From an optimization exercise on the open Yosys and OpenROAD flow, aimed at small area and a short achievable clock period; shortcuts taken in it are not production practice.
The RTL was checked by simulation tests, not by an equivalence proof against the original design.

## DCT
module DCT(clk,rst_n,ena,done,
  data_in0,data_in1,data_in2,data_in3,data_in4,data_in5,data_in6,data_in7,
  data_out0,data_out1,data_out2,data_out3,data_out4,data_out5,data_out6,data_out7);
Size: ~2300 cells after synthesis, roughly 230 I/O pins, roughly 29000 µm² of cells after synthesis.
Settings: LEC_CHECK=0, CAP_MARGIN=20, CORE_MARGIN=2, CORE_UTILIZATION=40, CTS_BUF_LIST=sky130_fd_sc_hd__clkbuf_8, SETUP_SLACK_MARGIN=1.5, SLEW_MARGIN=20, SYNTH_HIERARCHICAL=1, SYNTH_MINIMUM_KEEP_SIZE=0; clock period 4.5 ns.
run.sh (not shown) runs the stock make flow with config.mk's settings and CLKGATE_MAP_FILE= SYNTH_SCRIPT=/design/flow/synth_recipe.tcl, a recipe that flattens the netlist after the stock synthesis.
Next try:
--- a/flow/config.mk
+++ b/flow/config.mk
@@ -11,2 +10,0 @@
-export CTS_BUF_LIST = sky130_fd_sc_hd__clkbuf_8
-export SETUP_SLACK_MARGIN = 1.5
Outcome:
- first-iteration DRC count climbs by 23%
- die area is unchanged
- sequential share of layout area stays flat
- hold slack improved by 7.6 ps
- area after synthesis is unchanged
- clock skew drops by 12 ps
- register-to-register slack got worse by 420 ps
- setup slack got worse by 420 ps
- wire length drops by 3.0%
- core utilization drops by 0.37 points
Next try:
--- a/flow/config.mk
+++ b/flow/config.mk
@@ -10,0 +11 @@
+export SETUP_SLACK_MARGIN = 2.0
Cell area went up by 6.8%; utilization climbs by 3.2 points; non-clock buffer count increases by 114; worst setup slack improves by 550 ps; wire length is higher by 9.9%; hold slack got worse by 8.7 ps; critical path depth does not change.


run 1:
DCT, a different RTL version from the one above (not shown whole).
Size in the first run: roughly 2100 cells after synthesis, about 370 flip-flops, about 230 I/O pins, roughly 0.025 sq mm of cells after synthesis.
export LEC_CHECK = 0
export CAP_MARGIN = 20
export CORE_MARGIN = 2
export CORE_UTILIZATION = 40
export CTS_CLUSTER_DIAMETER = 70
export CTS_CLUSTER_SIZE = 30
export SETUP_SLACK_MARGIN = 1.75
export SLEW_MARGIN = 20
export SYNTH_HIERARCHICAL = 1
export SYNTH_MINIMUM_KEEP_SIZE = 0
export TNS_END_PERCENT = 20
create_clock -name core_clock -period 4.5 [get_ports {clk}]
standard.sh (not shown) runs the stock make flow with config.mk's settings and CLKGATE_MAP_FILE= SYNTH_SCRIPT=/design/flow/synth_recipe.tcl, a recipe that flattens the netlist after the stock synthesis.
==> flow/flow/run.sh <==
#!/bin/bash
# The standard layout, with plain buf_1 cells as the input/output port buffers
# (the standard flow picks a larger delay-buffer cell for them).
set -euo pipefail
export BUFFER_PORTS_ARGS="-buffer_cell sky130_fd_sc_hd__buf_1"
bash standard.sh > standard.log 2>&1
Run 1 went all the way through the flow, and no timing, DRC or antenna check failed.
Changes in run 2 relative to run 1:
- a deleted TNS_END_PERCENT that had been 20
- an added PLACE_DENSITY of 0.7
==> results.txt <==
Route | run 2 vs run 1 | wire shorter in run 2. Run 1 → run 2: worst-case hold slack went up 29 ps, post-cts repair resize count went up by 32, met1 track demand over resource has decreased. Run 1 → run 2: finished layout cell area grew by about 0.9%. Every stage of the flow completed for run 2, and the final layout passed the timing, design-rule and antenna checks.
For run 3, these inputs were changed with respect to run 2:
- GPL_ROUTABILITY_DRIVEN: unset -> 0
- PLACE_DENSITY: 0.7 -> unset
### Flow results
Compare run 3 and run 2 | register-to-register setup slack higher: run 3
Fill cell total of the finished layout on run 3 is up relative to run 2.
Looking only at maximum frequency, and setting everything else aside, the higher value of run 3 and run 2 goes to run 3.
Per the comparison of run 3 with run 2, via count now sits at about the same level; post-layout utilization of the core now sits at about the same level.


== build 96 ==
Starting RTL as in the previous note.
clock: 4.5 ns
lec_check: 0
cap_margin: 20
core_margin: 2
core_utilization: 40
cts_cluster_diameter: 70
cts_cluster_size: 30
setup_slack_margin: 2.0
slew_margin: 20
synth_hierarchical: 1
synth_minimum_keep_size: 0
tns_end_percent: 30
Scripts as last shown in full above: flow/flow/run.sh
Build 96 completed every stage of the flow, and the final layout passed the timing, design-rule and antenna checks.
#### Input delta (build 70 over build 96)
# build 96
export LEC_CHECK = 0
export CAP_MARGIN = 20
export CORE_MARGIN = 2
export CORE_UTILIZATION = 40
export CTS_CLUSTER_DIAMETER = 70
export CTS_CLUSTER_SIZE = 30
export SETUP_SLACK_MARGIN = 2.0
export SLEW_MARGIN = 20
export SYNTH_HIERARCHICAL = 1
export SYNTH_MINIMUM_KEEP_SIZE = 0
export TNS_END_PERCENT = 30
create_clock -name core_clock -period 4.5 [get_ports {clk}]
# build 70
export LEC_CHECK = 0
export CAP_MARGIN = 20
export CORE_MARGIN = 2
export CORE_UTILIZATION = 40
export CTS_CLUSTER_DIAMETER = 70
export CTS_CLUSTER_SIZE = 30
export SETUP_SLACK_MARGIN = 1.75
export SLEW_MARGIN = 20
export SYNTH_HIERARCHICAL = 1
export SYNTH_MINIMUM_KEEP_SIZE = 0
create_clock -name core_clock -period 4.5 [get_ports {clk}]
==> comparison <==
Build 70 completed every stage of the flow, and the final layout passed the timing, design-rule and antenna checks. Build 70 — first-pass GRT wire length 0.84% lower, build 96 as reference. As far as core area goes, build 96 and build 70 are indistinguishable; the numbers are identical. Diff build 70 and build 96: hold slack lower in build 70. Comparing build 70 and build 96, the lower clock-buffer cell count is on build 70. When build 70 is measured against build 96, its cell area turns out 2.4% lower.
## Diff of input files: build 88 against build 70
# build 70
export LEC_CHECK = 0
export CAP_MARGIN = 20
export CORE_MARGIN = 2
export CORE_UTILIZATION = 40
export CTS_CLUSTER_DIAMETER = 70
export CTS_CLUSTER_SIZE = 30
export SETUP_SLACK_MARGIN = 1.75
export SLEW_MARGIN = 20
export SYNTH_HIERARCHICAL = 1
export SYNTH_MINIMUM_KEEP_SIZE = 0
create_clock -name core_clock -period 4.5 [get_ports {clk}]
# build 88
export LEC_CHECK = 0
export CAP_MARGIN = 20
export CORE_MARGIN = 2
export CORE_UTILIZATION = 40
export CTS_CLUSTER_DIAMETER = 70
export CTS_CLUSTER_SIZE = 30
export SETUP_SLACK_MARGIN = 1.75
export SLEW_MARGIN = 20
export SYNTH_HIERARCHICAL = 1
export SYNTH_MINIMUM_KEEP_SIZE = 0
export TNS_END_PERCENT = 30
create_clock -name core_clock -period 4.5 [get_ports {clk}]
Findings:
Build 88 vs. build 70: fraction of area in registers now larger; multi-input logic area shows no meaningful change. Maximum frequency: build 70 vs build 88, no meaningful difference. In terms of via count, build 88 and build 70 differ only marginally. Between build 70 and build 88, worst hold slack is higher for build 88, build 70 comes in under that.
The following lists how build 47 was set up differently from build 88:
# build 88
export LEC_CHECK = 0
export CAP_MARGIN = 20
export CORE_MARGIN = 2
export CORE_UTILIZATION = 40
export CTS_CLUSTER_DIAMETER = 70
export CTS_CLUSTER_SIZE = 30
export SETUP_SLACK_MARGIN = 1.75
export SLEW_MARGIN = 20
export SYNTH_HIERARCHICAL = 1
export SYNTH_MINIMUM_KEEP_SIZE = 0
export TNS_END_PERCENT = 30
create_clock -name core_clock -period 4.5 [get_ports {clk}]
# build 47
export LEC_CHECK = 0
export CAP_MARGIN = 20
export CORE_MARGIN = 2
export CORE_UTILIZATION = 40
export CTS_CLUSTER_DIAMETER = 70
export CTS_CLUSTER_SIZE = 30
export SETUP_SLACK_MARGIN = 1.9
export SLEW_MARGIN = 20
export SYNTH_HIERARCHICAL = 1
export SYNTH_MINIMUM_KEEP_SIZE = 0
create_clock -name core_clock -period 4.5 [get_ports {clk}]
[summary]
~same area fraction of clock buffers and clock inverters in build 47 and build 88. Build 47 against build 88: final area moved up; number of global-route vias before repair went up. Comparing build 47 and build 88, the lower instance count on the critical path is on build 88. Share of layout cells above drive strength 1 (higher): build 47.


run A:
Another version of the RTL of DCT (not shown whole).
Size in the first run: ~230 I/O pins, ~0.027 mm2 of cells after synthesis.
Design DCT, start of the top module:
module DCT(clk,rst_n,ena,done,
  data_in0,data_in1,data_in2,data_in3,data_in4,data_in5,data_in6,data_in7,
  data_out0,data_out1,data_out2,data_out3,data_out4,data_out5,data_out6,data_out7);
==> flow/config.mk <==
export PLATFORM = sky130hd
export DESIGN_NAME = DCT
export DESIGN_NICKNAME = DCT
export VERILOG_FILES = /design/flow/design.v
export SDC_FILE = /design/flow/constraint.sdc
export NUM_CORES = 4
export LEC_CHECK = 0
export CAP_MARGIN = 20
export CORE_MARGIN = 2
export CORE_UTILIZATION = 40
export CTS_CLUSTER_DIAMETER = 70
export CTS_CLUSTER_SIZE = 30
export SETUP_SLACK_MARGIN = 1.9
export SLEW_MARGIN = 20
export SYNTH_HIERARCHICAL = 1
export SYNTH_MINIMUM_KEEP_SIZE = 0
==> flow/constraint.sdc <==
create_clock -name core_clock -period 4.5 [get_ports {clk}]
set_input_delay 0.9000 -clock core_clock [delete_from_list [all_inputs] [get_ports {clk}]]
set_output_delay 0.9000 -clock core_clock [all_outputs]
set_load 0.01 [all_outputs]
Scripts as last shown in full above: flow/flow/run.sh
Input-level comparison between run B and run A:
- changing SETUP_SLACK_MARGIN from 1.9 to 2.0
- removing CTS_CLUSTER_SIZE (formerly 30)
- removing CTS_CLUSTER_DIAMETER (formerly 70)
--- outcome ---
- Diff run A..run B | die area | unchanged
- Run B: post-route worst hold slack is 0.034 ns lower than what run A reported.
- Run B reports its critical path startpoint as data_in2[2] while run A reports data_in6[2].
- Run B ended up with a higher share of the cycle needed by the critical path after routing than run A did.
- The setup slack of run B is smaller than that of run A.
- From run A to run B the numbers moved as follows: number of placed cells counting well taps essentially unchanged; number of buffers and inverters on the critical path increased 3; sequential share of layout area decreased 0.60 points.
What run C does differently from run B at the input level:
- SETUP_SLACK_MARGIN now 1.25, was 2.0
[summary]
- Summary — worst setup margin, run C relative to run B: lower, by 0.28 ns.
- Delta (run C minus run B): number of global-route vias before repair saw a decrease; share of post-route cells with drive strength above 1 lower.
- Final period demand of the worst path for run C: 0.28 ns up relative to run B
- Number of DRC violations after detailed routing came out exactly the same in run B and run C.
- First-pass GRT wire length ends up higher on run B.

-- what the ideal ports hide --
No port has a modelled driver above. Below, the same layouts with a new extraction and two added sets of constraints.
Step 1 (the two cells are an assumption about what drives the block):
set clk [get_ports {clk}]
set_driving_cell -lib_cell sky130_fd_sc_hd__clkbuf_16 $clk
set_driving_cell -lib_cell sky130_fd_sc_hd__buf_2 [delete_from_list [all_inputs] $clk]
Step 2 adds t to the input delays and takes it off the output delays; t is the mean of the earliest and latest rising clock arrival at the registers after step 1. Input paths then give back, and output paths get back, about the clock's delay inside the block.
a / b / c = ideal / step 1 / step 2; a / b = the first two.
| run | t, ns | setup slack, ns | hold WS [ns] | worst slew at a driven data input, ns |
|---|---|---|---|---|
| the first run of note 1 | 0.765 | 1.386 / 1.386 / 1.386 | 0.313 / 0.313 / 0.313 | 0.09 |
| the second run of note 1 | 0.657 | 0.962 / 0.962 / 0.962 | 0.320 / 0.320 / 0.320 | 0.09 |
| the third run of note 1 | 0.661 | 1.516 / 1.516 / 1.516 | 0.312 / 0.312 / 0.312 | 0.06 |
| run 1 | 0.651 | 1.702 / 1.702 / 1.607 | 0.069 / 0.040 / 0.335 | 0.12 |
| run 2 | 0.639 | 1.660 / 1.660 / 1.555 | 0.098 / 0.068 / 0.344 | 0.11 |
| run 3 | 0.656 | 1.701 / 1.701 / 1.564 | 0.084 / 0.046 / 0.344 | 0.11 |
| build 96 | 0.616 | 1.703 / 1.703 / 1.550 | 0.127 / 0.093 / 0.335 | 0.12 |
| build 70 | 0.679 | 1.707 / 1.707 / 1.596 | 0.049 / 0.013 / 0.347 | 0.10 |
| build 88 | 0.653 | 1.706 / 1.706 / 1.604 | 0.069 / 0.040 / 0.335 | 0.12 |
| build 47 | 0.669 | 1.682 / 1.682 / 1.576 | 0.058 / 0.027 / 0.333 | 0.12 |
| run A | 0.619 | 1.738 / 1.705 / 1.086 | 0.136 / 0.105 / 0.335 | 0.12 |
| run B | 0.642 | 1.678 / 1.648 / 1.006 | 0.102 / 0.070 / 0.328 | 0.10 |
| run C | 0.653 | 1.402 / 1.402 / 0.869 | 0.082 / 0.045 / 0.326 | 0.13 |
After both steps setup and hold are still met in every run listed. For run B, which loses most, drivers alone change the setup slack by -0.030 ns; drivers and shift together by -0.672 ns.
